From an optimization exercise on the open Yosys and OpenROAD flow, aimed at small area; shortcuts taken in it are not production practice.
The RTL was checked by simulation tests, not by an equivalence proof against the original design.
Power and IR drop assume default switching activity.

## flow/constraint.sdc

```tcl
create_clock -name core_clock -period 10.0 [get_ports {CLOCK_50}]
set_input_delay 2.0000 -clock core_clock [delete_from_list [all_inputs] [get_ports {CLOCK_50}]]
set_output_delay 2.0000 -clock core_clock [all_outputs]
set_load 0.01 [all_outputs]
```

## flow/design.v

```verilog
module VGA(CLOCK_50, reset, VGA_R, VGA_G, VGA_B, VGA_HS, VGA_VS, SW, PaddleBtn, PauseBtn, HEX0_D, HEX1_D, HEX2_D, LEDG);
input		wire				CLOCK_50;
input		wire				reset;
input 	wire	[9:0]		SW;
input		wire	[1:0]		PaddleBtn;
input		wire				PauseBtn;
output 	wire 	[2:0]		LEDG;
output 	wire 	[6:0]		HEX0_D;
output 	wire 	[6:0]		HEX1_D;
output 	wire 	[6:0]		HEX2_D;
output	wire	[3:0]		VGA_R;
output	wire	[3:0]		VGA_G;
output	wire	[3:0]		VGA_B;
output	wire	[0:0]		VGA_HS;
output	wire	[0:0]		VGA_VS;
function [10:0] add;
	input [10:0] a;
	input [10:0] b;
	input        ci;
	integer i;
	reg c;
	begin
		c = ci;
		for (i = 0; i < 11; i = i + 1) begin
			add[i] = a[i] ^ b[i] ^ c;
			c = (a[i] & b[i]) | (c & (a[i] ^ b[i]));
		end
	end
endfunction
function [9:0] updn;
	input [9:0] q;
	input       en;
	input       dn;
	integer i;
	reg c;
	begin
		c = en;
		for (i = 0; i < 10; i = i + 1) begin
			updn[i] = q[i] ^ c;
			c = c & (q[i] ^ dn);
		end
	end
endfunction
function ltu;
	input [10:0] a;
	input [10:0] b;
	integer i;
	reg lt;
	begin
		lt = 1'b0;
		for (i = 0; i < 11; i = i + 1)
			lt = (~a[i] & b[i]) | (~(a[i] ^ b[i]) & lt);
		ltu = lt;
	end
endfunction
reg [9:0] hx;
reg [9:0] vy;
reg       hs_r;
reg       vs_r;
wire      hend = (hx == 10'd640);
wire [9:0] hx_i = updn(hx, 1'b1, 1'b0);
wire [9:0] vy_i = updn(vy, 1'b1, 1'b0);
always @(posedge CLOCK_50) begin
	if (reset) begin
		hx <= 10'd864;
		vy <= 10'd979;
	end else if (hend) begin
		hx <= 10'd865;
		vy <= (vy == 10'd480) ? 10'd980 : vy_i;
	end else
		hx <= hx_i;
end
always @(posedge CLOCK_50) begin
	if (reset)               hs_r <= 1'b1;
	else if (hx == 10'd880)  hs_r <= 1'b0;
	else if (hx == 10'd976)  hs_r <= 1'b1;
end
always @(posedge CLOCK_50) begin
	if (reset)               vs_r <= 1'b1;
	else if (vy == 10'd989)  vs_r <= 1'b0;
	else if (vy == 10'd991)  vs_r <= 1'b1;
end
assign VGA_HS = hs_r;
assign VGA_VS = vs_r;
reg [9:0] bx;         
reg [9:0] by;         
reg       vr;         
reg       vu;         
reg       vd;         
reg [3:0] s1;         
reg [3:0] s2;         
reg [8:0] p1;         
reg [8:0] p2m;        
reg [8:0] p2a;        
reg       pause;
wire [8:0] p2 = SW[8] ? p2a : p2m;
reg [8:0]  c20;
reg        c20h;
reg [7:0]  c30;
reg [11:0] tlo;
reg [9:0]  thi;
reg        clk_q;
wire dclr  = reset | SW[9];
wire c20_z = (c20 == 9'd0);
wire c20_l = (c20 == 9'd333);
wire c30_z = (c30 == 8'd0);
wire c30_l = (c30 == 8'd165);
always @(posedge CLOCK_50) begin
	if (dclr || c20_l) c20 <= 9'd0; else c20 <= {c20[7:0], ~(c20[8] ^ c20[4])};
	if (dclr) c20h <= 1'b0; else c20h <= c20h ^ c20_l;
	if (dclr || c30_l) c30 <= 8'd0; else c30 <= {c30[6:0], ~(c30[7] ^ c30[5] ^ c30[4] ^ c30[3])};
end
wire bx0   = (bx == 10'd0);
wire bx640 = (bx == 10'd640);
wire score = bx0 | bx640;
wire tlo_l = (tlo == 12'd2048);
wire [9:0] thi_i = updn(thi, tlo_l, 1'b0);
always @(posedge CLOCK_50) begin
	if (reset || score) begin
		tlo <= 12'd0;
		thi <= 10'd0;
	end else begin
		tlo <= {tlo[10:0], ~(tlo[11] ^ tlo[5] ^ tlo[3] ^ tlo[0]) ^ (&tlo[10:0])};
		thi <= thi_i;
	end
end
wire clk20 = c20_z;
wire clk10 = c20_z & ~c20h;
wire clk30 = c30_z;
wire gclk = ltu({1'b0, thi}, 11'd30) ? clk10 : ltu({1'b0, thi}, 11'd60) ? clk20 : clk30;
always @(posedge CLOCK_50) clk_q <= reset | gclk;
wire tick = gclk & ~clk_q;
always @(posedge CLOCK_50) begin
	if (reset) pause <= 1'b0;
	else if (tick) begin
		if (score) pause <= 1'b1;
		else if (!PauseBtn) pause <= 1'b0;
	end
end
assign LEDG = {2'b00, pause};
wire [10:0] e1 = add({1'b0, by}, ~{2'b00, p1}, 1'b1) ^ 11'h400;
wire [10:0] e2 = add({1'b0, by}, ~{2'b00, p2}, 1'b1) ^ 11'h400;
wire play  = tick & ~pause;
wire p1_up = ltu({2'b00, p1}, 11'd420);
wire p1_dn = |p1;
wire p1_en = play & ~SW[0] & (~PaddleBtn[0] ? p1_up : ~PaddleBtn[1] & p1_dn);
wire [9:0] p1_n = updn({1'b0, p1}, p1_en, PaddleBtn[0]);
wire p2_up = ltu({2'b00, p2m}, 11'd420);
wire p2_dn = |p2m;
wire p2_en = play & SW[0] & ~SW[8] & (~PaddleBtn[0] ? p2_up : ~PaddleBtn[1] & p2_dn);
wire [9:0] p2m_n = updn({1'b0, p2m}, p2_en, PaddleBtn[0]);
wire by_ai  = ~ltu({1'b0, by}, 11'd30) & ltu({1'b0, by}, 11'd451);
wire ai_dec = ltu(e2, (11'h400 + (-9)));
wire ai_inc = ~ltu(e2, (11'h400 + (61)));
wire ai_en  = tick & SW[8] & by_ai & (ai_dec | ai_inc);
wire [9:0] p2a_n = updn({1'b0, p2a}, ai_en, ai_dec);
always @(posedge CLOCK_50) begin
	if (reset) begin
		p1  <= 9'd210;
		p2m <= 9'd210;
		p2a <= 9'd210;
	end else begin
		p1  <= p1_n[8:0];
		p2m <= p2m_n[8:0];
		p2a <= p2a_n[8:0];
	end
end
wire hit1  = ~ltu({2'b00, p1}, 11'd9) & ~ltu(e1, (11'h400 + (-9))) & ltu(e1, (11'h400 + (61)));
wire sec1a = ltu(e1, (11'h400 + (15)));
wire sec1b = ltu(e1, (11'h400 + (37)));
wire hit2  = ~ltu({2'b00, p2}, 11'd9) & ~ai_dec & ~ai_inc;
wire sec2a = ltu(e2, (11'h400 + (15)));
wire sec2b = ltu(e2, (11'h400 + (37)));
reg       nr, nu, nd;
reg [3:0] ns1, ns2;
always @(*) begin
	nr = vr; nu = vu; nd = vd;
	ns1 = s1; ns2 = s2;
	if (by == 10'd0) begin
		nr = vr & vu; nu = 1'b0; nd = 1'b1;
	end else if (by == 10'd470) begin
		nr = vr & vd; nu = 1'b1; nd = 1'b0;
	end
	if (bx == 10'd9) begin
		if (hit1) begin
			nr = 1'b1; nu = sec1a; nd = ~sec1b;
		end
	end else if (bx == 10'd621) begin
		if (hit2) begin
			nr = 1'b0; nu = sec2a; nd = ~sec2b;
		end
	end
	if (bx0) begin
		nr = 1'b0; nu = 1'b0; nd = 1'b0;
		ns2 = (s2 == 4'd9) ? 4'd0 : s2 + 4'd1;
	end else if (bx640) begin
		nr = 1'b1; nu = 1'b0; nd = 1'b0;
		ns1 = (s1 == 4'd9) ? 4'd0 : s1 + 4'd1;
	end
end
wire [9:0] bx_n = updn(bx, play, ~nr);
wire [9:0] by_n = updn(by, play & (nu | nd), nu);
always @(posedge CLOCK_50) begin
	if (reset) begin
		bx <= 10'd320; by <= 10'd235;
		vr <= 1'b1; vu <= 1'b0; vd <= 1'b0;
		s1 <= 4'd0; s2 <= 4'd0;
	end else if (play & score) begin
		bx <= bx640 ? 10'd321 : 10'd319; by <= 10'd235;
		vr <= nr; vu <= nu; vd <= nd;
		s1 <= ns1; s2 <= ns2;
	end else begin
		bx <= bx_n; by <= by_n;
		if (play) begin
			vr <= nr; vu <= nu; vd <= nd;
		end
	end
end
function [6:0] seg;
	input [3:0] v;
	begin
		seg[0] = ~(v[3] | v[1] | v[2] & v[0] | ~v[2] & ~v[0]);
		seg[1] = ~(~v[2] | ~v[1] & ~v[0] | v[1] & v[0]);
		seg[2] = ~(v[2] | ~v[1] | v[0]);
		seg[3] = ~(~v[2] & ~v[0] | v[1] & ~v[0] | v[2] & ~v[1] & v[0] | ~v[2] & v[1] | v[3]);
		seg[4] = ~(~v[2] & ~v[0] | v[1] & ~v[0]);
		seg[5] = ~(v[3] | ~v[1] & ~v[0] | v[2] & ~v[1] | v[2] & ~v[0]);
		seg[6] = ~(v[3] | v[2] & ~v[1] | ~v[2] & v[1] | v[1] & ~v[0]);
	end
endfunction
assign HEX0_D = seg(s2);
assign HEX2_D = seg(s1);
assign HEX1_D = 7'b0111111;
wire [8:0]  pv  = hx[9] ? p2 : p1;
wire [10:0] dpy = add({2'b00, vy[8:0]}, ~{2'b00, pv}, 1'b0);
wire [10:0] dbx = add({1'b0, hx}, ~{1'b0, bx}, 1'b0);
wire [10:0] dby = add({2'b00, vy[8:0]}, ~{2'b00, by[8:0]}, 1'b0);
wire in_px   = (~hx[9] & ~hx[8] & ~hx[7] & ~hx[6] & ~hx[5] & ~hx[4] & (hx[3:0] != 4'd0) & ltu({7'd0, hx[3:0]}, 11'd10))
             | (hx[9] & ~hx[8] & hx[6] & hx[5] & hx[4] & (hx[3] | (hx[2] & hx[1] & hx[0])));
wire in_py   = ~dpy[10] & ltu(dpy, 11'd59);
wire in_bx   = ~dbx[10] & (dbx[9:4] == 6'd0) & ~(dbx[3] & (dbx[2:0] != 3'd0));
wire in_by   = ~by[9] & ~dby[10] & (dby[9:4] == 6'd0) & ~(dby[3] & (dby[2:0] != 3'd0));
wire in_line = ((hx == 10'd325) || (hx == 10'd326)) && (vy[3:0] != 4'd0) && ltu({7'd0, vy[3:0]}, 11'd13);
wire vis = ~ltu({1'b0, hx}, 11'd1) & ltu({1'b0, hx}, 11'd641) & ltu({1'b0, vy}, 11'd480);
reg pix0, pix1, pix2;
always @(posedge CLOCK_50) begin
	pix0 <= (in_px & in_py) | (in_bx & in_by) | in_line;
	pix1 <= pix0;
	pix2 <= ~reset & vis & pix1;
end
assign VGA_R = {4{pix2}};
assign VGA_G = {4{pix2}};
assign VGA_B = {4{pix2}};
endmodule
```

## flow/run.sh

```bash
#!/bin/bash
# synth_recipe.tcl (not shown) runs the flow's synth.tcl, then flattens the netlist and writes it again
# the make line also repeats each setting of config.mk as NAME=value (left out here)
make -C /OpenROAD-flow-scripts/flow DESIGN_CONFIG=/design/flow/config.mk WORK_HOME=/design/flow/orfs CLKGATE_MAP_FILE= SYNTH_SCRIPT=/design/flow/synth_recipe.tcl finish
```

## flow/config.mk

```make
export PLATFORM = sky130hd
export DESIGN_NAME = VGA
export DESIGN_NICKNAME = VGA
export VERILOG_FILES = /design/flow/design.v
export SDC_FILE = /design/flow/constraint.sdc
export NUM_CORES = 4
export LEC_CHECK = 0
export CAP_MARGIN = 20
export CORE_MARGIN = 2
export CORE_UTILIZATION = 40
export CTS_BUF_LIST = sky130_fd_sc_hd__clkbuf_8
export SLEW_MARGIN = 20
```

==> notes.md, run 1 <==
Critical path
The worst register-to-register path ends at by[7]. The slowest cell on the critical path is sky130_fd_sc_hd__o311ai_1. The capturing element type of the critical path is a flop. The required time at the endpoint of the critical path is 10.36 ns. At the worst endpoint, the arrival time is 8.86 ns. The most numerous cell type found on the critical path is sky130_fd_sc_hd__fa_1. The delay of the slowest cell on the worst path is 0.71 ns. STA classifies the critical path startpoint as an input pin. The setup slack of the worst register-to-register path is 2.80 ns. The worst register-to-register path has a depth of 19. In this run the worst path has a maximum fanout of 11.

The launch point of the worst reg-to-reg path is by[0]. The type of the worst setup path is in2reg.

Min path
The critical hold path startpoint is pix0. The path class of the tightest hold or removal check is reg2reg. The hold path endpoint is pix1. The worst hold path passes through 0 cells.

Final layout
0 antenna diodes ended up in the layout. The number of nets in the finished design is 1,028. Of the cells placed in the final design, the portion with a size suffix greater than 1 is 6.646%. The number of standard cells in the layout, taps in and fillers out is 1,218. The area growth from synthesis to layout is 9.924%. The number of filler instances in the final layout is 1,992.

Power
The proportion of power drawn by the clock network is 44.5%. The part of the power in combinational logic is under 10%. Net switching is 29.39% of the power. Power spread over the standard cell area amounts to around 110 nW/um^2. The switching component of the power is 0.0002960 W. The share of power burned in registers is 50.3%. In this run the static leakage power is 3.615 nW.

VDD sags by at most between 0.09 and 0.1 mV. The internal power summed over all cells is 0.0007112 W.

Clocking
In this run the number of H-tree levels came out at 4. The clock reaches the later pin of the worst-skew pair after 0.48 ns. The number of cells upsized or downsized after cts is 0. The clock passes through at most 2 buffers. The total of hold buffers inserted after clock tree synthesis is 0.

The number of clock buffers added by TritonCTS is 17. The root cell of the clock tree is sky130_fd_sc_hd__clkbuf_8. The CTS tree is yes.

Buffers added to address setup during post-CTS repair amount to 0. Clock-pin slew was measured on the worst setup and hold paths at approximately 0.090 ns. The clock sink count is 125.

Timing
Setup repair after global routing left no endpoint under its margin. On the final layout, the worst clock skew is 0.01623 ns. After routing, the total negative slack on setup checks comes to 0 ns.

The max-slew violation total from the final report is 0. The maximum frequency from static timing analysis is about 120 MHz. After layout, the worst path uses 84.99% of the clock period.

The worst-margin pin slew is about 0.88 ns. The worst pin sits at a relative slew slack of 40.71%. The number of setup violations in the final report is 0. Subtracting the final worst setup slack from the clock period gives 8.499 ns. The total count of hold-check failures in the final report came to 0.

Die
Row generation in the floorplan step produced 52 rows. For this design the top-level I/O count stands at 53. The die is 147.7 um wide. The die covers approximately 22,000 um^2. For this configuration, the core starts out at a cell density of 40.81%. The die is 147.7 um tall. The floorplan step defined a core boundary enclosing 20,230 um^2.

Logic synthesis
After synthesis, the mean cell area works out to 8.860 um^2. After synthesis the cells add up to just over 8000 um^2. The sequential cell area fraction in the yosys report is a little under a third. The number of different library cells in the post-synthesis netlist is 81.

The cell count after synthesis is 932. The leading register cell type out of synthesis is sky130_fd_sc_hd__dfxtp_1. In this run, synthesis produced a sequential element count of around 130. The async set or reset register ratio after synthesis is 0%.

Yosys attributes the largest share of cell area to sky130_fd_sc_hd__dfxtp_1, sky130_fd_sc_hd__fa_1, sky130_fd_sc_hd__ha_1. Of all cell types, the one taking the most synthesized area is sky130_fd_sc_hd__dfxtp_1. After synthesis, the largest area contributor takes up 30.30% of total cell area. The number of enable-type register cells in the synthesized netlist is 0. For this run, the number of Yosys warnings is 1.

Placed design
The number of port buffers is 36. The cell total after placement is 1,186. The last weighted congestion value of the routability-driven placer is 0.8366.

Summed over all nets, the half-perimeter wirelength after detailed placement is roughly 14 mm.

GRT
Entering global routing, the biggest net connects 69 pins. The remaining global-route overflow is 0. The global-route wire length before repair is ~32 mm.

The overall track demand over capacity in global routing is 18.06%. The number of antenna violations at the first check in global routing is 0. The via count of the first global-routing pass was 6,394.

Drt
The detailed-route wire length per cell is roughly 15 um. The first TritonRoute pass finished after 6 iterations. The detail route stage leaves a number of antenna-violating nets equal to 0. The violation count after the first detailed-routing iteration is 321. The final routed DRC violation total is 0. Using the TritonRoute via totals, the vias-per-cell ratio works out to ~5.4. The total routed wirelength is 18.76 mm. Across all layers, the routed design uses 6,603 vias.

Flow run
Max-cap violations in this run came to 0.

Outcome
The run finished with no timing, DRC or antenna violations.
worst max path at each step:
stage	from	endpoint	slack, ns	cells after the start
2_1_floorplan	SW[8]	by[4]	2.05	24
3_3_place_gp	SW[8]	by[2]	1.15	26
3_5_place_dp	SW[8]	by[4]	1.08	26
4_1_cts	SW[8]	by[4]	1.54	26
5_1_grt	SW[8]	by[9]	1.07	26
6_report	SW[8]	by[2]	1.50	26
sequential cells by signal, indices dropped and copies added (netlist names), 4 cells and up:
| signal | flops |
|---|---|
| vy | 10 |
| p2m | 9 |
| c20 | 9 |
| tlo | 12 |
| p2a | 9 |
| s2 | 4 |
| hx | 10 |
| s1 | 4 |
| thi | 10 |
| c30 | 8 |
| by | 10 |
| p1 | 9 |
| bx | 10 |
power groups by stage:
stage | sequential [W] | combinational, W | clock (W)
6_report | 0.000507 | 0.0000523 | 0.000448
2_1_floorplan | 0.000516 | 0.0000417 | 0
3_3_place_gp | 0.000518 | 0.0000512 | 0
5_1_grt | 0.000508 | 0.0000597 | 0.000485
3_5_place_dp | 0.000518 | 0.0000522 | 0
4_1_cts | 0.000507 | 0.0000526 | 0.000464
placed cells by master, fill, tap and decap left out, types with 15 or more instances in the layout:
cell,instances
sky130_fd_sc_hd__a21oi_1,37
sky130_fd_sc_hd__and2_1,45
sky130_fd_sc_hd__and3_1,21
sky130_fd_sc_hd__clkbuf_8,17
sky130_fd_sc_hd__clkdlybuf4s50_1,35
sky130_fd_sc_hd__dfxtp_1,125
sky130_fd_sc_hd__fa_1,41
sky130_fd_sc_hd__ha_1,37
sky130_fd_sc_hd__inv_1,52
sky130_fd_sc_hd__mux2i_1,15
sky130_fd_sc_hd__nand2_1,38
sky130_fd_sc_hd__nand2b_1,20
sky130_fd_sc_hd__nand3_1,32
sky130_fd_sc_hd__nand4_1,24
sky130_fd_sc_hd__nor2_1,70
sky130_fd_sc_hd__nor3_1,34
sky130_fd_sc_hd__o21ai_0,31
sky130_fd_sc_hd__xnor2_1,41
sky130_fd_sc_hd__xor2_1,21
through the flow:
step | utilization (%) | setup WS, ns | cell area, um^2 | total power, W | hold WS [ns]
after floorplan | - | 2.052 | 8284 | 0.0005581 | 0.3096
after global placement | 42.91 | 1.148 | 8683 | 0.0005695 | 0.3105
after detailed placement | 42.91 | 1.077 | 8683 | 0.0005706 | 0.3216
after CTS | 44.86 | 1.540 | 9077 | 0.001023 | 0.3410
after global routing | 44.86 | 1.066 | 9077 | 0.001052 | 0.3419
final | 44.86 | 1.501 | 9077 | 0.001007 | 0.3355
logic make-up after synthesis:
group | count (synthesis) | synth area share [%]
other | 2 | 0.09094
XOR/XNOR | 62 | 6.576
AND/OR/NAND/NOR | 368 | 24.80
AO/OA/AOI/OAI | 158 | 13.48
flip-flops | 125 | 30.30
adder cells (fa/ha/maj) | 78 | 15.55
multiplexers | 21 | 2.636
buffers and inverters | 118 | 6.561
critical path: cells and delay by family:
kind                       cells  cell delay (ns)
AOI/OAI and AO/OA              5             1.73
adders and majority gates     10             3.01
buffers and inverters          7             1.11
muxes                          2             0.55
and+or+nand+nor                2             0.48
layer usage:
layer / part of all wire, % / wire length, um / track usage [%] / vias to the layer above
met2: 47 / 8751 / 29.02 / 126
li1: - / - / - / 3278
met5: 0 / 0 / 0 / -
met1: 47 / 8880 / 24.25 / 3169
met3: 4.2 / 781 / 4.290 / 30
met4: 1.8 / 346 / 5.288 / 0
cells in the mapped netlist, types with 6 or more instances:
library cell and n:
sky130_fd_sc_hd__fa_1 41, sky130_fd_sc_hd__nor2_1 70, sky130_fd_sc_hd__and2_1 45, sky130_fd_sc_hd__xor2_1 21
sky130_fd_sc_hd__inv_1 52, sky130_fd_sc_hd__o21bai_1 7, sky130_fd_sc_hd__or4_1 8, sky130_fd_sc_hd__nor2b_1 13
sky130_fd_sc_hd__clkbuf_1 36, sky130_fd_sc_hd__and3_1 21, sky130_fd_sc_hd__buf_4 23, sky130_fd_sc_hd__o22ai_1 7
sky130_fd_sc_hd__a2111oi_0 6, sky130_fd_sc_hd__and4_1 6, sky130_fd_sc_hd__o31ai_1 6, sky130_fd_sc_hd__o21ai_0 31
sky130_fd_sc_hd__a21oi_1 37, sky130_fd_sc_hd__nor3_1 34, sky130_fd_sc_hd__mux2_2 6, sky130_fd_sc_hd__nand2b_1 20
sky130_fd_sc_hd__o211ai_1 6, sky130_fd_sc_hd__nor3b_1 7, sky130_fd_sc_hd__ha_1 37, sky130_fd_sc_hd__xnor2_1 41
sky130_fd_sc_hd__or3_1 12, sky130_fd_sc_hd__mux2i_1 15, sky130_fd_sc_hd__nand4_1 24, sky130_fd_sc_hd__nand3_1 32
sky130_fd_sc_hd__dfxtp_1 125, sky130_fd_sc_hd__nand2_1 38, sky130_fd_sc_hd__nor4_1 12
layout make-up:
cell class	count	area [um^2]	share of cell area, %
inverter	52	195.2	2.150
sequential	125	2502	27.57
clock inverter	15	160.2	1.764
multi-input combinational	696	5240	57.73
timing repair buffer	43	407.9	4.493
clock buffer	17	234.0	2.578
tap	270	337.8	3.722
==> inputs of run 2 (changes only) <==
--- a/flow/config.mk
+++ b/flow/config.mk
@@ -9,4 +9,6 @@
 export CORE_MARGIN = 2
 export CORE_UTILIZATION = 40
 export CTS_BUF_LIST = sky130_fd_sc_hd__clkbuf_8
+export CTS_CLUSTER_DIAMETER = 100
+export CTS_CLUSTER_SIZE = 30
 export SLEW_MARGIN = 20
==> run 2 against run 1 <==
- power stayed put
- largest power group unchanged
- sequential share of layout area is the same
- still clean
- utilization stayed put
- non-clock buffer count unchanged
- synthesized area unchanged
- critical path depth stayed put
- wire length is the same
- global-route usage unchanged
- critical path type unchanged
- first-iteration DRC count unchanged
- clock skew did not move
==> notes.md, run 2 <==
Logic synthesis
Sorting the synthesized cells by how often they occur yields sky130_fd_sc_hd__dfxtp_1, sky130_fd_sc_hd__nor2_1, sky130_fd_sc_hd__inv_1. For this run, the number of Yosys warnings is 1. By area the synthesized netlist is led by sky130_fd_sc_hd__dfxtp_1, sky130_fd_sc_hd__fa_1, sky130_fd_sc_hd__ha_1.

In the synthesized netlist the async set-or-reset flop fraction comes to 0%. The number of enable-type register cells in the synthesized netlist is 0. The post-synthesis average cell area is about 9 um^2.

The leading register cell type out of synthesis is sky130_fd_sc_hd__dfxtp_1. The area share of the leading cell type in the synthesized netlist is a little under a third. The synthesized netlist occupies a cell area of between 8000 and 9000 um^2. The number of synthesized register bits is 125.

The largest area contributor in the netlist is sky130_fd_sc_hd__dfxtp_1. Counting every instance in the synthesized netlist gives 932. sky130_fd_sc_hd__dfxtp_1 is the most common cell in the netlist. The sequential cell area fraction in the yosys report is between 30% and 40%. Counting distinct cell types in the post-synthesis netlist gives 81.

Outcome
The run finished with no timing, DRC or antenna violations.

Die
The die covers roughly 22,000 um^2. The region available for standard cell placement spans 20,230 um^2. During I/O placement, the number of pins put on the boundary was 53. The initial core utilization is between 40 and 50%. The row count is 52. The floorplan step set the die width to 147.7 um. The die height is 147.7 um.

GRT
The global-route wire length before repair is 31.88 mm. Entering global routing, the biggest net connects 69 pins. The overall track demand over capacity in global routing is 18.06%. For this run the aggregate overflow at the end of global routing stands at 0. The via count of the first global-routing pass is ~6.4k. The number of antenna violations at the first check in global routing was 0.

Final layout
The register ranked first by flip-flop count is tlo. Summing all multi-input logic gate instances after layout gives between 5000 and 6000 um^2. Summing all non-filler instances in the final layout gives an area of 9077 um^2.

The repair_antennas step left the layout with diodes totalling 0. The net count of the finished layout is 1,028. The number of filler instances in the final layout is 1,992. The share of post-route cells with drive strength above 1 is 6.646%. The most frequent standard cell in the layout excluding fill and tap cells is sky130_fd_sc_hd__dfxtp_1.

The combined flip-flop and latch cell area is 2502 um^2. In the layout the commonest cells are sky130_fd_sc_hd__dfxtp_1, sky130_fd_sc_hd__nor2_1, sky130_fd_sc_hd__inv_1. The synthesis-to-finish area growth is 9.924%. The flip-flop count of the largest register after layout is 12.

Power
Summed over all nets, the switching power comes to 0.0002960 W. The internal portion of the total power is 0.0007112 W. The switching fraction of total power is roughly 30%. The proportion of power drawn by the clock network is 44.5%.

The power per standard cell area is roughly 110 nW/um^2. IR analysis of the VDD net gives a maximum drop of 0.09321 mV. The part of the power in combinational logic is 5.2%.

The leakage power summed over all cells is 3.615 nW. The share of power burned in registers is between 50% and 60%.

Drt
After detailed routing, the met3 layer carries just under 800 um of wire. The number of vias in the routed layout is 6,603. Using the TritonRoute via totals, the vias-per-cell ratio works out to 5.421. In this run the top signal layer used is met4. Summed over all nets, wire length on met2 after detailed routing comes to 8.751 mm.

Wires add up to 18.76 mm. For this run, design rule violations remaining after detail routing come to 0. The violation count after the first detailed-routing iteration is 321.

For this block, wires on met1 add up to 8.880 mm. After detailed routing, the average wire length per cell comes to 15.40 um. In this run the remaining antenna-violating nets after routing total 0. Before antenna repair, the detailed router went through 6 iterations.

Timing
For this run, the top clock speed supported by timing is 117.7 MHz. The worst-margin pin slew is 0.8813 ns. The final critical path takes up 84.99% of the cycle. The largest clock skew in the final design is around 0.016 ns.

In this run the tightest slew margin relative to its limit is 40.71%. The max-slew violation total from the final report came to 0. Summed over all failing endpoints, the final setup total negative slack is 0 ns. The total count of hold-check failures in the final report is 0.

The clock period minus final worst setup slack is 8.499 ns. Setup repair after global routing left no endpoint under its margin. The number of setup violations in the final report is 0.

Min path
The critical hold path startpoint is pix0. The hold path endpoint is pix1. The worst hold path passes through 0 cells. The path type of the worst min-delay path is reg2reg.

Clocking
The number of cells upsized or downsized after cts is 0. The clock sink count is 125. The number of setup buffers added after CTS is 0.

The root cell of the clock tree is sky130_fd_sc_hd__clkbuf_8. The clock reaches the later pin of the worst-skew pair after 0.48 ns. The total of hold buffers inserted after clock tree synthesis is 0. TritonCTS built the clock tree. The number of buffers added by the clock tree synthesis step is 17. After clock tree synthesis, the clock-pin slew on the worst setup and hold paths is 0.09 ns. No sink is reached through more buffers than the 2 on the longest clock path. The maximum level of the CTS H-tree is 4.

Placed design
During placement, the flow inserted port buffers numbering 36. Once detailed placement completed, the half-perimeter wirelength came to 13.73 mm. The last weighted congestion value of the routability-driven placer is 0.8366.

In this run the cell area measured after placement is 8683 um^2.

Critical path
STA classifies the critical path startpoint as an input pin. Setup slack on the worst reg-to-reg path comes out at 2.80 ns. The largest fanout of any net on the critical path is 11. The number of cells on the worst reg-to-reg path is 19. The required time at the endpoint of the critical path is between 10 and 15 ns. The type of the worst setup path is in2reg. The data arrival at the endpoint of the critical path is between 8 and 9 ns. STA classifies the critical path endpoint as a flop. The startpoint identified for the worst register-to-register timing path is by[0]. The worst flop-to-flop path endpoint is by[7].

Flow run
The tool flagged a number of max-cap violations equal to 0.
run 2: cell counts after synthesis:
Identical to the previous run, type by type.
run 2: worst max path at each step:
stage | start | end | slack, ns | cells past startpoint
after floorplan | SW[8] | by[4] | 2.05 | 24
after global placement | SW[8] | by[2] | 1.15 | 26
after detailed placement | SW[8] | by[4] | 1.08 | 26
after CTS | SW[8] | by[4] | 1.54 | 26
after global routing | SW[8] | by[9] | 1.07 | 26
final | SW[8] | by[2] | 1.50 | 26
run 2: worst max-delay path, stage by stage:
cell and delay (ns):
sky130_fd_sc_hd__clkdlybuf4s50_1 0.46, sky130_fd_sc_hd__buf_4 0.20, sky130_fd_sc_hd__mux2_2 0.20, sky130_fd_sc_hd__ha_1 0.13, sky130_fd_sc_hd__inv_1 0.05, sky130_fd_sc_hd__fa_1 0.38
sky130_fd_sc_hd__fa_1 0.40, sky130_fd_sc_hd__fa_1 0.39, sky130_fd_sc_hd__fa_1 0.40, sky130_fd_sc_hd__fa_1 0.37, sky130_fd_sc_hd__inv_1 0.08, sky130_fd_sc_hd__fa_1 0.18
sky130_fd_sc_hd__fa_1 0.17, sky130_fd_sc_hd__inv_1 0.05, sky130_fd_sc_hd__fa_1 0.36, sky130_fd_sc_hd__inv_1 0.07, sky130_fd_sc_hd__ha_1 0.23, sky130_fd_sc_hd__nor4b_1 0.44
sky130_fd_sc_hd__o2111ai_1 0.25, sky130_fd_sc_hd__a2111oi_0 0.46, sky130_fd_sc_hd__buf_4 0.20, sky130_fd_sc_hd__nor2_1 0.04, sky130_fd_sc_hd__o311ai_1 0.71, sky130_fd_sc_hd__a21oi_2 0.17
sky130_fd_sc_hd__o21ai_0 0.14, sky130_fd_sc_hd__mux2_2 0.35
run 2: kinds of logic after synthesis:
kind of cell | after synthesis | share of synthesized area, %
mux | 21 | 2.636
buf+inv | 118 | 6.561
flops | 125 | 30.30
fa+ha+maj | 78 | 15.55
compound gates | 158 | 13.48
simple gates | 368 | 24.80
other cells | 2 | 0.09094
xor+xnor | 62 | 6.576
run 2: power by group through the flow:
stage                     Clock, W  Sequential, W  Combinational (W)
after floorplan                  0       0.000516          0.0000417
after global placement           0       0.000518          0.0000512
after detailed placement         0       0.000518          0.0000522
after CTS                 0.000464       0.000507          0.0000526
after global routing      0.000485       0.000508          0.0000597
final                     0.000448       0.000507          0.0000523
run 2: layer usage:
layer | up-vias | track usage, %
met2 | 126 | 29.02
met1 | 3169 | 24.25
met5 | - | 0
li1 | 3278 | -
met3 | 30 | 4.290
met4 | 0 | 5.288
run 2: area by class of cell:
type | count | area share, %
multi-input combinational | 696 | 57.73
timing repair buffer | 43 | 4.493
clock inverter | 15 | 1.764
tap | 270 | 3.722
sequential | 125 | 27.57
inverter | 52 | 2.150
clock buffer | 17 | 2.578
run 2: per-stage QoR:
stage	util (%)	instances	hold slack (ns)	setup slack [ns]	total power, W
after global placement	42.91	1186	0.3105	1.148	0.0005695
after detailed placement	42.91	1186	0.3216	1.077	0.0005706
final	44.86	1218	0.3355	1.501	0.001007
after global routing	44.86	1218	0.3419	1.066	0.001052
after floorplan	-	939	0.3096	2.052	0.0005581
after CTS	44.86	1218	0.3410	1.540	0.001023
==> inputs of run 3 (changes only) <==
--- a/flow/config.mk
+++ b/flow/config.mk
@@ -7,8 +7,6 @@
 export LEC_CHECK = 0
 export CAP_MARGIN = 20
 export CORE_MARGIN = 2
-export CORE_UTILIZATION = 40
+export CORE_UTILIZATION = 70
 export CTS_BUF_LIST = sky130_fd_sc_hd__clkbuf_8
-export CTS_CLUSTER_DIAMETER = 100
-export CTS_CLUSTER_SIZE = 30
 export SLEW_MARGIN = 20
==> run 3 against run 2 <==
- still clean on timing, DRC and antenna
- sequential cell count unchanged
- clock-buffer cell count rose by 3
- clock skew decreased by 0.0054 ns
- non-clock buffer count shrank 4
- critical path depth decreased by 2
- power is 6.5% higher
- wire length grew 5.8%
- synthesized cell count unchanged
- sequential power about the same
- first-iteration DRC count is 110% higher
- final cell count is 11% lower
- critical path type unchanged
- largest power group is now clock
- highest routed layer unchanged
==> notes.md, run 3 <==
Final layout
The register ranked first by flip-flop count is tlo. Leaving out fill and tap cells, the most frequent cell in the layout is sky130_fd_sc_hd__dfxtp_1. For this run, the post-layout net count is 1,024.

From synthesis to final layout, the design area changed by 8.439%. The library cells used most frequently in the layout, excluding fill and tap cells, are sky130_fd_sc_hd__dfxtp_1, sky130_fd_sc_hd__nor2_1, sky130_fd_sc_hd__inv_1. Of the cells placed in the final design, the portion with a size suffix greater than 1 is ~6.4%. The number of antenna diodes in the final layout is 0. The flip-flop count of the largest register after layout is 12.

Logic synthesis
Yosys mapped the design onto 81 distinct sky130hd cell types. Sorting the synthesized cells by area gives the leading types as sky130_fd_sc_hd__dfxtp_1, sky130_fd_sc_hd__fa_1, sky130_fd_sc_hd__ha_1. Summing the sequential cell areas from Yosys gives 30.30% of the chip area. In the post-synthesis netlist, the cell with the most instances is sky130_fd_sc_hd__dfxtp_1. The cell count after synthesis is about 930. The mapped netlist covers between 8000 and 9000 um^2.

The post-synthesis average cell area is 8.860 um^2. The count of synthesis-stage warnings from yosys is 1. sky130_fd_sc_hd__dfxtp_1 takes more of the synthesized area than any other cell. The number of synthesized register bits is 125. The share of synthesized area in the top cell type comes to 30.30%.

The number of enable-type register cells in the synthesized netlist is 0. The async set or reset register ratio after synthesis is 0%. After synthesis, the most frequently instantiated cells are sky130_fd_sc_hd__dfxtp_1, sky130_fd_sc_hd__nor2_1, sky130_fd_sc_hd__inv_1. The leading register cell type out of synthesis is sky130_fd_sc_hd__dfxtp_1.

Timing
The sum of negative setup slack is 0 ns. The clock period minus final worst setup slack is 8.938 ns. For the final database, setup skew stands at 0.01083 ns. The maximum frequency from static timing analysis is around 110 MHz. At the pin with the least slew margin, the transition time is ~0.87 ns.

The normalized max-slew margin is about two fifths. Setup violations remaining at the end of the flow were counted as 0. The total count of hold-check failures in the final report is 0. The max-slew violation total from the final report is 0.

Setup repair after global routing left no endpoint under its margin. The period utilization is around 90%. Once routing completed, OpenROAD measured the worst setup slack at 1.062 ns.

GRT
The first global-routing pass estimated 33.75 mm of wire. The remaining global-route overflow is 0. The number of antenna violations at the first check in global routing is 0. The busiest layer in global routing is met2. The via count of the first global-routing pass was 7,163. The overall track demand over capacity in global routing is between 30% and 40%. Entering global routing, the biggest net connects 69 pins.

Global routing used 39.11% of the available met1 tracks. Global routing consumed, on the met3 layer, between 7 and 8% of the routing resources. Global routing used 54.61% of the available met2 tracks.

Power
The power per standard cell area is between 100 and 150 nW/um^2. The share of power burned in registers is between 40% and 50%. The analysis attributes to net switching a power of 0.0002561 W. The clock network is responsible for 47.8% of the overall power. Of the total power, combinational logic draws 4.9%. The internal power summed over all cells is approximately 0.0008 W. Of the total power, the share spent switching nets is 23.88%. Across the VDD grid, the largest voltage drop is 0.1903 mV. The leakage power summed over all cells is about 3.6 nW.

Drt
The number of vias per cell after detailed routing is 6.440. After detailed routing, the average wire length per cell comes to between 15 and 20 um. The first-pass iteration count of the detailed router is 8. The number of vias in the routed layout is ~7k. The violation count after the first detailed-routing iteration is 688.

After detailed routing, the number of remaining DRC violations is 0. The total routed wirelength is roughly 20 mm. The antenna violation net count after detailed routing is 0.

Clocking
The maximum level of the CTS H-tree is 4. The total of hold buffers inserted after clock tree synthesis is 0. The clock network latency to the later pin of the worst-skew pair is 0.47 ns.

After clock tree synthesis, the clock-pin slew on the worst setup and hold paths is around 0.08 ns. Counting along the longest clock path gives a buffer depth of 2. Once the clock tree was built, the setup fixing pass inserted 0 buffers.

The number of cells upsized or downsized after cts is 0. The number of buffers added by the clock tree synthesis step is 17. The CTS tree is yes.

The clock sink count is 125. In this run the clock root is driven by a sky130_fd_sc_hd__clkbuf_8.

Placed design
The congestion estimate from routability-driven global placement came to slightly below 1. The number of port buffers is 36. The placement-stage worst setup slack is 0.7255 ns. The HPWL after detailed placement is 14.28 mm.

Critical path
The number of buffers and inverters on the critical path is 5. The delay of the slowest cell on the worst path is 0.84 ns. The required time at the endpoint of the critical path is around 10 ns.

The critical path goes through clkdlybuf4s50_1 -> mux2_2 -> ha_1 -> inv_1 -> fa_1 -> fa_1 -> fa_1 -> fa_1 -> fa_1 -> inv_1 -> fa_1 -> fa_1 -> inv_1 -> fa_1 -> inv_1 -> ha_1 -> nor4b_1 -> o2111ai_1 -> a2111oi_0 -> nor2_1 -> o311ai_1 -> a21oi_2 -> o21ai_0 -> mux2_2. On the critical path, the stage with the largest delay is an instance of sky130_fd_sc_hd__a2111oi_0. The kind of cell with the highest combined delay along the critical path is adder cells. In this design, the critical path's most frequently occurring cell is sky130_fd_sc_hd__fa_1.

The worst setup path is captured at a flop. The critical path in this run is classified as in2reg. The largest fanout of any net on the critical path is 11. The type of element launching the critical path is an input pin. STA puts the critical path data arrival time at 9.30 ns.

Die
In this run the core area contains 39 standard-cell rows. In this run the count of I/O pins placed on the die edge is 53. The core region is 11,470 um^2. The initial core utilization is 72.01%. The die height is 112.6 um.

The full die area is between 10,000 and 15,000 um^2. The die is 112.6 um wide.

Min path
The path type of the worst min-delay path is reg2reg.

Flow run
Max-cap violations in this run came to 0.

Outcome
The run finished with no timing, DRC or antenna violations.
[run 3: cell counts after synthesis]
Identical to the previous run, type by type.
[run 3: per-layer routing]
metal	vias to the layer above	wire (um)	part of all wire, %
li1	3258	-	-
met1	3334	7868	40
met2	318	9800	49
met3	90	1332	6.7
met4	0	844	4.3
met5	-	0	0
[run 3: cells by family after synthesis]
group / synth area share (%)
compound gates: 13.48
xor+xnor: 6.576
fa+ha+maj: 15.55
buf+inv: 6.561
flops: 30.30
mux: 2.636
other cells: 0.09094
simple gates: 24.80
[run 3: through the flow]
stage	utilization, %	total power [W]	area, um^2	instances	hold WS (ns)
2_1_floorplan	-	0.0005581	8284	939	0.3096
3_3_place_gp	74.08	0.0005665	8494	1055	0.3106
3_5_place_dp	74.11	0.0005706	8498	1055	0.3212
4_1_cts	78.09	0.001073	8955	1087	0.3383
5_1_grt	78.09	0.001102	8955	1087	0.3393
6_report	78.09	0.001072	8955	1087	0.3339
[run 3: worst register-to-register path, cell delays in order (launching register included)]
cell and delay (ns):
sky130_fd_sc_hd__dfxtp_1 0.45, sky130_fd_sc_hd__inv_1 0.27, sky130_fd_sc_hd__ha_1 0.20, sky130_fd_sc_hd__inv_1 0.07, sky130_fd_sc_hd__fa_1 0.40, sky130_fd_sc_hd__fa_1 0.39
sky130_fd_sc_hd__fa_1 0.39, sky130_fd_sc_hd__fa_1 0.40, sky130_fd_sc_hd__fa_1 0.41, sky130_fd_sc_hd__fa_1 0.40, sky130_fd_sc_hd__fa_1 0.40, sky130_fd_sc_hd__fa_1 0.37
sky130_fd_sc_hd__inv_1 0.06, sky130_fd_sc_hd__ha_1 0.12, sky130_fd_sc_hd__or4b_1 0.49, sky130_fd_sc_hd__a32o_1 0.29, sky130_fd_sc_hd__a2111oi_4 0.57, sky130_fd_sc_hd__a211oi_1 0.18
sky130_fd_sc_hd__or3_1 0.53, sky130_fd_sc_hd__a21oi_2 0.27, sky130_fd_sc_hd__o21ai_0 0.16, sky130_fd_sc_hd__mux2_2 0.29
[run 3: power by group through the flow]
stage | Sequential (W) | Combinational (W) | Clock, W
final | 0.000507 | 0.0000529 | 0.000512
after detailed placement | 0.000519 | 0.0000520 | 0
after global routing | 0.000508 | 0.0000588 | 0.000536
after CTS | 0.000507 | 0.0000526 | 0.000514
after floorplan | 0.000516 | 0.0000417 | 0
after global placement | 0.000518 | 0.0000483 | 0
[run 3: final timing paths]
| kind | slack [ns] | depth (start not counted) | end | start |
|---|---|---|---|---|
| worst max-delay path | 1.06 | 24 | by[2] | SW[8] |
| worst min register to register | 0.33 | 0 | pix1 | pix0 |
| worst min-delay path | 0.33 | 0 | pix1 | pix0 |
| worst max register to register | 2.77 | 21 | by[2] | by[0] |
[run 3: final cells by class]
cell class                 instances  area, um^2
clock buffer                      20       275.3
clock inverter                    12       181.4
fill                             816        2512
inverter                          52       195.2
multi-input combinational        696        5244
sequential                       125        2502
tap                              143       178.9
timing repair buffer              39       377.9
==> inputs of run 4 (changes only) <==
--- a/flow/design.v
+++ b/flow/design.v
@@ -55,7 +55,6 @@
 endfunction
 reg [9:0] hx;
 reg [9:0] vy;
-reg       hs_r;
 reg       vs_r;
 wire      hend = (hx == 10'd640);
 wire [9:0] hx_i = updn(hx, 1'b1, 1'b0);
@@ -71,16 +70,11 @@
 		hx <= hx_i;
 end
 always @(posedge CLOCK_50) begin
-	if (reset)               hs_r <= 1'b1;
-	else if (hx == 10'd880)  hs_r <= 1'b0;
-	else if (hx == 10'd976)  hs_r <= 1'b1;
-end
-always @(posedge CLOCK_50) begin
 	if (reset)               vs_r <= 1'b1;
 	else if (vy == 10'd989)  vs_r <= 1'b0;
 	else if (vy == 10'd991)  vs_r <= 1'b1;
 end
-assign VGA_HS = hs_r;
+assign VGA_HS = ~(~ltu({1'b0, hx}, 11'd881) & ltu({1'b0, hx}, 11'd977));
 assign VGA_VS = vs_r;
 reg [9:0] bx;         
 reg [9:0] by;         
==> flow/flow/run.sh (new file) <==
#!/bin/bash
# Own layout flow: the standard synthesis, then an area-oriented re-mapping
# of the combinational logic (registers, adders and tie cells kept as they
# are), then the standard ORFS layout with small port buffers and a lighter
# clock tree.  Each tool writes its full output to a log_*.txt file here.
set -euo pipefail
W="$(cd "$(dirname "${BASH_SOURCE[0]}")/.." && pwd)"
cd "$W"
R="$W/orfs/results/${FLOW_PLATFORM:-sky130hd}/VGA/base"
LIB="$FLOW_HOME/platforms/sky130hd/lib/sky130_fd_sc_hd__tt_025C_1v80.lib"

# 1. standard synthesis
bash standard.sh synth > log_1_synth.txt 2>&1
cp "$R/1_2_yosys.v" "$W/standard_1_2_yosys.v"

# 2. re-map the combinational logic for area
DU=""
for c in $(sed -n '/^export DONT_USE_CELLS/,/^#/p' "$FLOW_HOME/platforms/sky130hd/config.mk" | grep -o 'sky130_fd_sc_hd__[a-z0-9_]*'); do
	DU="$DU -dont_use $c"
done
cat > "$W/resyn.ys" <<EOY
read_liberty -ignore_miss_func $LIB
blackbox sky130_fd_sc_hd__dfxtp_1 sky130_fd_sc_hd__conb_1 sky130_fd_sc_hd__fa_1 sky130_fd_sc_hd__ha_1
read_verilog $W/standard_1_2_yosys.v
hierarchy -top VGA
flatten
opt_clean -purge
abc -liberty $LIB $DU -script $W/flow/area.abc
opt_clean -purge
hilomap -singleton -hicell sky130_fd_sc_hd__conb_1 HI -locell sky130_fd_sc_hd__conb_1 LO
insbuf -buf sky130_fd_sc_hd__buf_4 A X
splitnets
opt_clean -purge
check -assert
tee -o $W/resyn_stat.txt stat -liberty $LIB
write_verilog -noattr -nohex -nodec $R/1_2_yosys.v
EOY
yosys -c /dev/null -s "$W/resyn.ys" > log_2_resyn.txt 2>&1

# 3. rebuild the synthesis database from the new netlist
bash standard.sh do-1_synth > log_3_synth_odb.txt 2>&1

# 4. the rest of the standard layout
bash standard.sh finish \
	"BUFFER_PORTS_ARGS=-buffer_cell sky130_fd_sc_hd__buf_1" \
	> log_4_layout.txt 2>&1
==> flow/flow/area.abc (new file) <==
strash
balance; rewrite; refactor; balance; rewrite; rewrite -z; balance; refactor -z; rewrite -z; balance
dch -f
amap
strash
balance; rewrite; refactor; balance; rewrite; rewrite -z; balance; refactor -z; rewrite -z; balance
dch -f
amap
topo
==> flow/standard.sh (new file) <==
#!/bin/bash
# synth_recipe.tcl (not shown) runs the flow's synth.tcl, then flattens the netlist and writes it again
# the make line also repeats each setting of config.mk as NAME=value (left out here)
make -C /OpenROAD-flow-scripts/flow DESIGN_CONFIG=/design/flow/config.mk WORK_HOME=/design/flow/orfs CLKGATE_MAP_FILE= SYNTH_SCRIPT=/design/flow/synth_recipe.tcl "${@:-finish}"
--- a/flow/config.mk
+++ b/flow/config.mk
@@ -7,6 +7,5 @@
 export LEC_CHECK = 0
 export CAP_MARGIN = 20
 export CORE_MARGIN = 2
-export CORE_UTILIZATION = 70
-export CTS_BUF_LIST = sky130_fd_sc_hd__clkbuf_8
+export CORE_UTILIZATION = 40
 export SLEW_MARGIN = 20
removed: flow/run.sh
==> run 4 against run 3 <==
- still clean on timing, DRC and antenna
- critical path depth rose by 1
- sequential power barely moved
- combinational power rose by 12%
- first-iteration DRC count fell by 33%
- largest cell class unchanged
==> notes.md, run 4 <==
Flow run
The number of maximum-capacitance constraint violations is 0.

Timing
The largest clock skew in the final design is approximately 0.013 ns. The max-slew violation total from the final report came to 0. Summed over all failing endpoints, the final setup total negative slack is 0 ns. The clock period minus final worst setup slack is approximately 8 ns. The total count of hold-check failures in the final report is 0. Setup violations remaining at the end of the flow were counted as 0.

The worst pin sits at a relative slew slack of a little under two fifths. Setup repair after global routing left no endpoint under its margin. The final critical path takes up 80.10% of the cycle. The tightest hold path in the finished design has a slack of 0.3240 ns. Timing would allow up to around 120 MHz. The worst-margin pin slew is 0.9437 ns.

Power
Summed over all cells, the static leakage comes to 3.642 nW. The internal power summed over all cells is 0.0008982 W. For this design the ratio of total power to cell area is 131.9 nW/um^2. Of the total power, registers draw 42.1%. The switching fraction of total power is around 25%. The switching component of the power is 0.0003043 W. The worst supply voltage drop on vdd is 0.1009 mV. The part of the power in combinational logic is 4.9%. The proportion of power drawn by the clock network is 53.0%.

Logic synthesis
Counting instances in the post-synthesis netlist gives the leading cell types as sky130_fd_sc_hd__dfxtp_1, sky130_fd_sc_hd__nor2_1, sky130_fd_sc_hd__inv_1. The most used standard cell by instance count after synthesis is sky130_fd_sc_hd__dfxtp_1. The largest area contributor in the netlist is sky130_fd_sc_hd__dfxtp_1. Yosys mapped a number of flops with a built-in enable equal to 0. By area the synthesized netlist is led by sky130_fd_sc_hd__dfxtp_1, sky130_fd_sc_hd__fa_1, sky130_fd_sc_hd__ha_1. Synthesis produced a netlist whose cell count is 933. Synthesis instantiated 86 different standard cells from the library. The post-synthesis instance area is approximately 8300 um^2.

After synthesis, the share of flip-flops with an asynchronous set or reset is 0%. The synthesized design devotes to its leading area cell type between 20% and 30% of total area. The post-synthesis average cell area is 8.913 um^2. The most used flip-flop cell after synthesis is sky130_fd_sc_hd__dfxtp_1. The number of synthesized register bits is approximately 120.

For this run, the number of Yosys warnings is 1. The sequential cell area fraction in the yosys report is 29.85%.

Die
The row count is 52. The full die area is 21,960 um^2. The initial core utilization is roughly two fifths. The die is 148.2 um tall.

In this run the horizontal extent of the chip is 148.2 um. Pin placement for this block handled 53 I/O pins. The core area is between 20,000 and 25,000 um^2.

Min path
The worst hold path passes through 0 cells. The path type of the worst min-delay path is reg2reg. The critical hold path startpoint is pix0.

Drt
Using the TritonRoute via totals, the vias-per-cell ratio works out to roughly 5.4. The total routed wirelength is 18.89 mm. The number of vias in the routed layout is 6,565. After the first detailed-routing iteration, the DRC count stood at 458. The final routed DRC violation total is 0. After detailed routing, the average wire length per cell comes to 15.51 um. The first-pass iteration count of the detailed router is 5.

The antenna violation net count after detailed routing is 0.

Placed design
The placed instances occupy a cell area of approximately 8500 um^2. The placed wire-length estimate is around 14 mm. Once placement completed, the tool counted placed cells totaling ~1.2k.

The last weighted congestion value of the routability-driven placer is 0.9002. The number of port buffers is 36.

Final layout
The number of standard cells in the layout, taps in and fillers out is 1,218. The library cell used most frequently in the layout, excluding fill and tap cells, is sky130_fd_sc_hd__dfxtp_1. The flip-flop count of the largest register after layout is 12.

The final non-filler cell area is 9114 um^2. Compared with the post-synthesis result, the final layout area differs by 9.600%. The net count of the finished layout is about 1.0k. The register ranked first by flip-flop count is tlo.

The share of post-route cells with drive strength above 1 is 7.384%. The number of antenna cells inserted is 0. Leaving out fill and tap cells, the most frequent cells in the layout are sky130_fd_sc_hd__dfxtp_1, sky130_fd_sc_hd__nor2_1, sky130_fd_sc_hd__inv_1.

Clocking
After clock tree synthesis, the repair step resized 0 gates. The cell sitting at the root of the clock tree is a sky130_fd_sc_hd__clkbuf_16. After clock tree synthesis, the setup repair step added 0 buffers.

The number of buffers added by the clock tree synthesis step is 17. The largest buffer count on any clock path is 2. The clock drives 124 sinks. After clock tree synthesis, the clock-pin slew on the worst setup and hold paths is about 0.06 ns.

For the worst-skew pair, the clock arrives at the later sink with an insertion delay of 0.43 ns. The total of hold buffers inserted after clock tree synthesis is 0. The CTS tree is yes. The maximum level of the CTS H-tree is 4.

GRT
Entering global routing, the biggest net connects 69 pins. The overall track demand over capacity in global routing is 18.22%. The first global-routing pass estimated 31.91 mm of wire.

The via count of the first global-routing pass is between 6k and 7k. The number of antenna violations at the first check in global routing is 0. The remaining global-route overflow is 0.

Critical path
The most critical setup path has its startpoint at SW[8]. The capturing element type of the critical path is a flop. The data arrival at the endpoint of the critical path is 8.29 ns.

The type of element launching the critical path is an input pin. Along the worst path, the maximum fanout reaches 13. The launch point of the worst reg-to-reg path is by[0]. The number of cells on the worst reg-to-reg path is 19.

STA puts the critical path data required time at 10.28 ns. The type of the worst setup path is in2reg.

Outcome
The run finished with no timing, DRC or antenna violations.
run 4: cell count changes after synthesis, sizes merged, moves of 3 or more:
cell    change
or4         -5
and2        -4
a31o        +4
clkbuf      -3
nor4        +5
and3       +15
nand4      -10
nor4b       +3
a211oi      +6
nor3        -5
run 4: worst max-delay path: stages:
cell and delay (ns):
sky130_fd_sc_hd__buf_1 0.07, sky130_fd_sc_hd__buf_4 0.18, sky130_fd_sc_hd__mux2_2 0.25, sky130_fd_sc_hd__ha_1 0.13
sky130_fd_sc_hd__inv_1 0.05, sky130_fd_sc_hd__fa_1 0.37, sky130_fd_sc_hd__fa_1 0.39, sky130_fd_sc_hd__fa_1 0.38
sky130_fd_sc_hd__fa_1 0.39, sky130_fd_sc_hd__fa_1 0.37, sky130_fd_sc_hd__inv_1 0.08, sky130_fd_sc_hd__fa_1 0.17
sky130_fd_sc_hd__fa_1 0.16, sky130_fd_sc_hd__inv_1 0.05, sky130_fd_sc_hd__fa_1 0.35, sky130_fd_sc_hd__inv_1 0.06
sky130_fd_sc_hd__ha_1 0.24, sky130_fd_sc_hd__nor4b_1 0.45, sky130_fd_sc_hd__o2111ai_1 0.30, sky130_fd_sc_hd__a2111oi_2 0.54
sky130_fd_sc_hd__or4b_1 0.30, sky130_fd_sc_hd__and2_1 0.37, sky130_fd_sc_hd__a31o_1 0.38, sky130_fd_sc_hd__and3_1 0.20
sky130_fd_sc_hd__o21ai_1 0.05
run 4: path summary, 6_finish.rpt:
kind                end  slack (ns)
setup / recovery  by[6]        1.99
hold / removal     pix1        0.32
setup reg to reg  bx[6]        2.98
hold reg to reg    pix1        0.32
run 4: routing by layer:
| metal | routed length (um) | vias up | global-route usage [%] |
|---|---|---|---|
| met5 | 0 | - | 0 |
| li1 | - | 3280 | - |
| met1 | 8989 | 3135 | 24.82 |
| met4 | 268 | 0 | 5.286 |
| met2 | 8725 | 129 | 28.59 |
| met3 | 906 | 21 | 4.693 |
run 4: cell families (layout without fill, tap and decap cells):
family,after synthesis,after routing,share of synthesized area [%]
other,2,9,0.09031
flip-flops,124,124,29.85
AO/OA/AOI/OAI,162,162,14.17
multiplexers,19,19,2.347
adder cells (fa/ha/maj),78,78,15.44
XOR/XNOR,64,64,6.741
buffers and inverters,118,126,6.485
AND/OR/NAND/NOR,366,366,24.87
run 4: power by group through the flow:
| stage | clock (W) | combinational (W) | sequential [W] |
|---|---|---|---|
| 2_1_floorplan | 0 | 0.0000496 | 0.000515 |
| 3_3_place_gp | 0 | 0.0000583 | 0.000517 |
| 3_5_place_dp | 0 | 0.0000592 | 0.000517 |
| 4_1_cts | 0.000654 | 0.0000593 | 0.000506 |
| 5_1_grt | 0.000677 | 0.0000673 | 0.000507 |
| 6_report | 0.000637 | 0.0000591 | 0.000506 |
run 4: area by class of cell:
cell class	count	area, um^2
repair buffers	41	173.9
flip-flops and latches	124	2482
well taps	270	337.8
multi-input cells	698	5320
fillers	1983	11190
clock buffers	17	425.4
inverters	53	198.9
clock inverters	15	175.2
run 4: metrics by stage:
step	worst slack, ns	total power, W	utilization [%]
finish	1.990	0.001203	44.90
global route	1.496	0.001251	44.90
CTS	2.041	0.001219	44.90
detailed placement	1.600	0.0005764	41.94
global placement	1.581	0.0005757	41.94
floorplan	2.050	0.0005642	-
==> inputs of run 5 (changes only) <==
--- a/flow/flow/run.sh
+++ b/flow/flow/run.sh
@@ -26,6 +26,7 @@
 flatten
 opt_clean -purge
 abc -liberty $LIB $DU -script $W/flow/area.abc
+read_liberty -lib -overwrite -ignore_miss_func $LIB
 opt_clean -purge
 hilomap -singleton -hicell sky130_fd_sc_hd__conb_1 HI -locell sky130_fd_sc_hd__conb_1 LO
 insbuf -buf sky130_fd_sc_hd__buf_4 A X
@@ -35,7 +36,7 @@
 tee -o $W/resyn_stat.txt stat -liberty $LIB
 write_verilog -noattr -nohex -nodec $R/1_2_yosys.v
 EOY
-yosys -c /dev/null -s "$W/resyn.ys" > log_2_resyn.txt 2>&1
+yosys -s "$W/resyn.ys" > log_2_resyn.txt 2>&1
 
 # 3. rebuild the synthesis database from the new netlist
 bash standard.sh do-1_synth > log_3_synth_odb.txt 2>&1
==> run 5 against run 4 <==
- power decreased by 3.6%
- sequential share of layout area increased by 2.6 points
- critical path depth increased by 9
- design area decreased by 8.7%
- clock-buffer cell count increased by 5
- clock power decreased by 8.5%
- synthesized area decreased by 9.5%
- sequential cell count unchanged
==> notes.md, run 5 <==
Timing
On the final layout, the worst hold slack is 0.3360 ns. Setup repair after global routing left no endpoint under its margin. The worst path in the final design needs a cycle of 8.898 ns, including I/O delays and setup. The max-slew violation total from the final report is 0. Clock skew on the completed layout was measured at 0.007302 ns. Setup slack closes at 1.102 ns. The total count of hold-check failures in the final report is 0. Headroom to the max-slew limit came out at a little under 40%. Based on the critical path, the design can be clocked at up to ~110 MHz.

The sum of negative setup slack is 0 ns. Setup violations remaining at the end of the flow were counted as 0. Dividing the final minimum period by the clock period gives 88.98%. At the pin with the least slew margin, the transition time is 0.9116 ns.

Min path
The tightest min-delay check is of the reg2reg type. Along the worst hold path, the cell count comes to 0. In this run the most critical hold path is launched from pix0.

The hold path endpoint is pix1.

Final layout
The repair_antennas step left the layout with diodes totalling 0. After the last flow step, the layout net total stands at roughly 1.1k. Counting the fill cells in the layout gives 1,899. The register with the most flip-flops in the layout has 12 of them. The top cell types in the final layout, fill and taps aside, are sky130_fd_sc_hd__clkinv_1, sky130_fd_sc_hd__nor2_1, sky130_fd_sc_hd__dfxtp_1. Compared with the post-synthesis result, the final layout area differs by 10.52%. The most frequent standard cell in the layout excluding fill and tap cells is sky130_fd_sc_hd__clkinv_1.

The register ranked first by flip-flop count is tlo. Cells fill 44.77% of the core in the end. Of the cells placed in the final design, the portion with a size suffix greater than 1 is 3.711%.

Placed design
The placed wire-length estimate is 12.96 mm. Routability-driven placement finished with a final weighted congestion of 0.8326. The placement-stage worst setup slack is 0.7114 ns. Input and output buffers added on the ports amount to 36.

Clocking
The maximum level of the CTS H-tree is 4. The clock sink count is 124. After clock tree synthesis, the clock-pin slew on the worst setup and hold paths is 0.06 ns. The post-CTS setup repair buffer count is 0. The clock network latency to the later pin of the worst-skew pair is around 0.42 ns. TritonCTS built the clock tree.

Gates resized during post-CTS repair numbered 0. The number of buffers added by the clock tree synthesis step is 17. The largest buffer count on any clock path is 2. The total of hold buffers inserted after clock tree synthesis is 0. Clock tree synthesis selected as its root buffer the cell sky130_fd_sc_hd__clkbuf_16.

Critical path
The worst register-to-register path has a setup slack of 2.33 ns. Data arrives at the worst endpoint at slightly above 9 ns. The launch point of the worst reg-to-reg path is by[0]. The worst setup path is of the in2reg kind. The dominant delay contributor by cell family on the critical path is adder cells.

The count of buffering cells on the critical path with inverters included is 10. Counting buffers and inverters, the worst setup path is 34 cells deep. In this run the worst path has a maximum fanout of 11. The slowest stage of the critical path belongs to the cell sky130_fd_sc_hd__nor4_1. The delay of the slowest cell on the worst path is about 0.45 ns.

In this run the critical register-to-register path is captured at bx[8]. The capturing element type of the critical path is a flop. The number of cells on the worst reg-to-reg path is 29. The type of element launching the critical path is an input pin. For the worst setup path, the data required time is 10.34 ns.

Drt
The first-pass iteration count of the detailed router is 4. The final layout contains routed wiring with a total length of roughly 17 mm. The antenna violation net count after detailed routing is 0.

The detailed-route wire length per cell is around 14 um. The number of vias per cell after detailed routing is 5.278. The final routed DRC violation total is 0. Detailed routing inserted a total of about 6.4k vias. In this run, the number of DRC markers left after iteration 0 of detailed routing was approximately 350.

Power
In this run the power density over the cells is 139.3 nW/um^2. IR analysis of the VDD net gives a maximum drop of 0.1227 mV. The total design power is 0.001159 W. For this design the static power due to leakage is 2.927 nW.

Outcome
The run finished with no timing, DRC or antenna violations.

GRT
The via count of the first global-routing pass is 6,045. The pin count of the biggest net entering global routing is 48. The number of antenna violations at the first check in global routing came to 0.

Global routing consumed, over all layers together, 18.35% of the routing resources. For this run the aggregate overflow at the end of global routing stands at 0. The first global-routing pass estimated between 20 and 30 mm of wire.

Flow run
Across the run, the number of max-cap violations was 0.

Die
The floorplan has 50 rows. The floorplan step defined a die boundary enclosing 19,930 um^2. The core area is 18,580 um^2. The die is 141.2 um wide. The initial core utilization is approximately 40%. Measured along the y axis, the die boundary spans about 140 um.

Pin placement for this block handled 53 I/O pins.

Logic synthesis
The cell count after synthesis is between 900 and 1k. The count of synthesis-stage warnings from yosys is 1. The post-synthesis instance area is 7527 um^2. Averaged over all synthesized cells, the footprint is 8.138 um^2.
-- run 5: layer usage --
metal | up-vias | share of wire, % | track usage, % | wire length [um]
met5 | - | 0 | 0 | 0
met4 | 0 | 2.0 | 5.737 | 345
met3 | 24 | 3.2 | 4.348 | 547
met2 | 91 | 46 | 29.31 | 7838
met1 | 2954 | 49 | 24.67 | 8431
li1 | 3286 | - | - | -
-- run 5: through the flow --
step,cells,area (um^2)
after detailed placement,1173,7765
after global routing,1204,8319
after CTS,1204,8319
after floorplan,932,7553
final,1204,8319
after global placement,1173,7765
-- run 5: how the worst max path moves through the flow --
stage / from / to / slack (ns)
after floorplan: SW[8] / bx[8] / 1.71
final: SW[8] / bx[8] / 1.10
after global placement: SW[8] / bx[8] / 0.86
after CTS: SW[8] / bx[8] / 1.12
after global routing: SW[8] / bx[8] / 0.29
after detailed placement: SW[8] / bx[8] / 0.71
-- run 5: power by group --
group	switching, W	internal, W
clock	0.000229	0.000354
sequential	0.00000587	0.000500
combinational	0.0000455	0.0000246
-- run 5: cell type report --
class / instances / area (um^2) / area share (%)
clock buffers: 22 / 464.2 / 5.580
clock inverters: 9 / 90.09 / 1.083
repair buffers: 43 / 188.9 / 2.271
well taps: 234 / 292.8 / 3.519
inverters: 159 / 596.8 / 7.174
flip-flops and latches: 124 / 2482 / 29.84
multi-input cells: 613 / 4204 / 50.53
==> inputs of run 6 (changes only) <==
--- a/flow/flow/run.sh
+++ b/flow/flow/run.sh
@@ -44,4 +44,5 @@
 # 4. the rest of the standard layout
 bash standard.sh finish \
 	"BUFFER_PORTS_ARGS=-buffer_cell sky130_fd_sc_hd__buf_1" \
+	"CTS_ARGS=-sink_clustering_enable -repair_clock_nets -buf_list sky130_fd_sc_hd__clkbuf_8 -dont_use_dummy_load" \
 	> log_4_layout.txt 2>&1
==> run 6 against run 5 <==
- synthesized cell count is the same
- global-route usage shrank 0.087 points
- non-clock buffer count is the same
- worst setup slack gained 0.026 ns
- utilization shrank 1.7 points
- die area is the same
- worst hold slack gained 0.0015 ns
- sequential cell count is the same
- still clean on timing, DRC and antenna
- combinational power is essentially flat
- sequential power is essentially flat
- synthesized area is the same
==> notes.md, run 6 <==
Clocking
The clock slew at the register clock pins of the worst setup and hold paths is roughly 0.070 ns. In this run the deepest clock path goes through 2 buffers. For this design, the CTS-stage hold fixing added 0 buffers. The clock reaches the later pin of the worst-skew pair after approximately 0.44 ns. Once the clock tree was built, the resizer swapped 0 gates to a different size.

The H-tree generated during clock tree synthesis spans 4 levels. The clock drives roughly 120 sinks. The root buffer cell chosen for the clock tree is sky130_fd_sc_hd__clkbuf_8. The CTS tree is yes. The post-CTS setup repair buffer count is 0. The number of buffers added by the clock tree synthesis step is 17.

Final layout
The flip-flop count of the largest register after layout is 12. In the layout the commonest cells are sky130_fd_sc_hd__clkinv_1, sky130_fd_sc_hd__nor2_1, sky130_fd_sc_hd__dfxtp_1. The number of antenna cells inserted is 0. After the last flow step, the layout net total stands at 1,051. Cells fill 43.05% of the core in the end. The number of filler instances in the final layout is 1,949. The share of post-route cells with drive strength above 1 is 2.615%. Relative to the synthesized area, the layout overhead comes to 6.267%. Ranked by flip-flop count, first place goes to tlo. The library cell used most frequently in the layout, excluding fill and tap cells, is sky130_fd_sc_hd__clkinv_1.

Drt
The total routed wirelength is 16.97 mm. For this block, the via count after detailed routing is ~6.4k. After detailed routing, the average wire length per cell comes to 14.26 um. After detailed routing, the wire length on met1 is a little over 8 mm. The first-pass iteration count of the detailed router is 5.

The final routed DRC violation total is 0. The violation count after the first detailed-routing iteration is 310. The met3 layer wire length in the routed design is 615 um. The met2 layer wire length in the routed design is 7.670 mm. The number of vias per cell after detailed routing is 5.345. Once detail routing completed, the nets flagged for antenna violations numbered 0. The top metal layer carrying routed signals is met4.

Power
Power spread over the standard cell area amounts to 112.2 nW/um^2. The worst supply voltage drop on vdd is about 0.080 mV. In this run the static leakage power is 2.782 nW.

Timing
The largest clock skew in the final design is ~0.025 ns. The clock period minus final worst setup slack is 8.872 ns. Setup repair after global routing left no endpoint under its margin. The max-slew violation total from the final report is 0. The worst path uses 88.72% of the clock period. The normalized max-slew margin is 38.84%. The worst-margin pin slew is around 0.9 ns. The total count of hold-check failures in the final report was 0.

Setup violations remaining at the end of the flow were counted as 0. The maximum frequency from static timing analysis is 112.7 MHz. For the final routed database, the setup TNS stands at 0 ns.

Die
The horizontal extent of the die is roughly 140 um. The core area is 18,580 um^2. The full die area is approximately 20,000 um^2. Row generation in the floorplan step produced 50 rows.

The count of pins on the block boundary is 53. Once the floorplan was initialized, standard cells occupied 40.51% of the core. The die height is between 100 and 150 um.

GRT
The number of antenna violations at the first check in global routing is 0. The first global-routing pass estimated between 20 and 30 mm of wire. The via count of the first global-routing pass is 5,997. Entering global routing, the biggest net connects 48 pins. The overall track demand over capacity in global routing is 18.26%. The total overflow left after global routing is 0.

Critical path
The worst setup path is of the in2reg kind. The largest single stage delay on the critical path is 0.45 ns. The capturing element type of the critical path is a flop. The type of element launching the critical path is an input pin. The required time at the endpoint of the critical path is 10.36 ns. The number of cells on the worst reg-to-reg path is 29. In this run the worst path has a maximum fanout of 11. The data arrival at the endpoint of the critical path is 9.23 ns. The largest individual stage delay along the critical path comes from the cell sky130_fd_sc_hd__nor4_1.

Outcome
The flow ran to the end and the layout has no timing, DRC or antenna violations.

Placed design
The HPWL after detailed placement is approximately 13 mm. The congestion estimate from routability-driven global placement came to roughly 0.83. The number of port buffers is 36.

Min path
The path type of the worst min-delay path is reg2reg. The cell count of the worst hold path is 0.

Logic synthesis
Synthesis produced 925 cells. Each instance of the synthesized netlist takes up on average roughly 8 um^2. The count of synthesis-stage warnings from yosys is 1. The synthesized netlist occupies a cell area of roughly 7500 um^2.

Flow run
The number of maximum-capacitance constraint violations is 0.
==> run 6: final cells by class <==
cell class                 count  area, um^2  area share (%)
timing repair buffer          43       188.9           2.362
clock buffer                  17       234.0           2.925
inverter                     159       596.8           7.461
multi-input combinational    613        4204           52.56
sequential                   124        2482           31.03
tap                          234       292.8           3.660
==> run 6: routing by layer <==
metal	vias up	global-route usage, %
met3	28	4.144
met1	2952	24.44
met4	0	7.053
met5	-	0
li1	3278	-
met2	102	28.79
==> run 6: worst max-delay path: cells and delay by family <==
kind / cells / cell delay, ns
AOI/OAI and AO/OA: 8 / 1.67
adders and majority gates: 10 / 2.97
buffers and inverters: 10 / 1.07
and+or+nand+nor: 6 / 1.53
==> run 6: through the flow <==
step	std cells	worst slack (ns)	total power [W]	area [um^2]	hold slack (ns)
after floorplan	932	1.715	0.0005647	7553	0.3096
after global placement	1173	0.8623	0.0005852	7765	0.3332
after detailed placement	1173	0.7114	0.0005863	7765	0.3164
after CTS	1190	1.158	0.0009132	7999	0.3287
after global routing	1190	0.3190	0.0009410	7999	0.3452
final	1190	1.128	0.0008973	7999	0.3375
==> run 6: where the power goes <==
group	total (W)	switching (W)	internal (W)	leakage, nW
clock	0.000322	0.000173	0.000149	0.122
sequential	0.000505	0.00000585	0.000499	1.00
combinational	0.0000699	0.0000453	0.0000246	1.66
==> run 6: worst paths after layout <==
path	startpoint	end	slack [ns]
setup / recovery	SW[8]	bx[8]	1.13
hold / removal	pix0	pix1	0.34
setup reg to reg	by[0]	bx[8]	2.32
hold reg to reg	pix0	pix1	0.34

## what the ideal ports hide
How much do the figures lean on ideal ports? The routed layouts below were timed once more, with nothing changed but the port constraints.
Step 1 sets driving cells, clkbuf_16 on the clock port and buf_2 on the other inputs (assumed; they add their load-dependent delay and slew).
Step 2 also shifts input and output timing later by t, the mid clock arrival at the registers, as if the neighbouring blocks saw the same clock.
Slacks: ideal / step 1 / step 2; pairs: ideal / step 1.
run	shift t [ns]	setup WS [ns]
run 1	0.506	1.501 / 1.517 / 1.011
run 2	0.506	1.501 / 1.517 / 1.011
run 3	0.502	1.062 / 1.061 / 0.558
run 4	0.473	1.990 / 2.013 / 1.540
run 5	0.456	1.102 / 1.123 / 0.667
run 6	0.471	1.128 / 1.145 / 0.674
After both steps setup and hold are still met in every run listed.
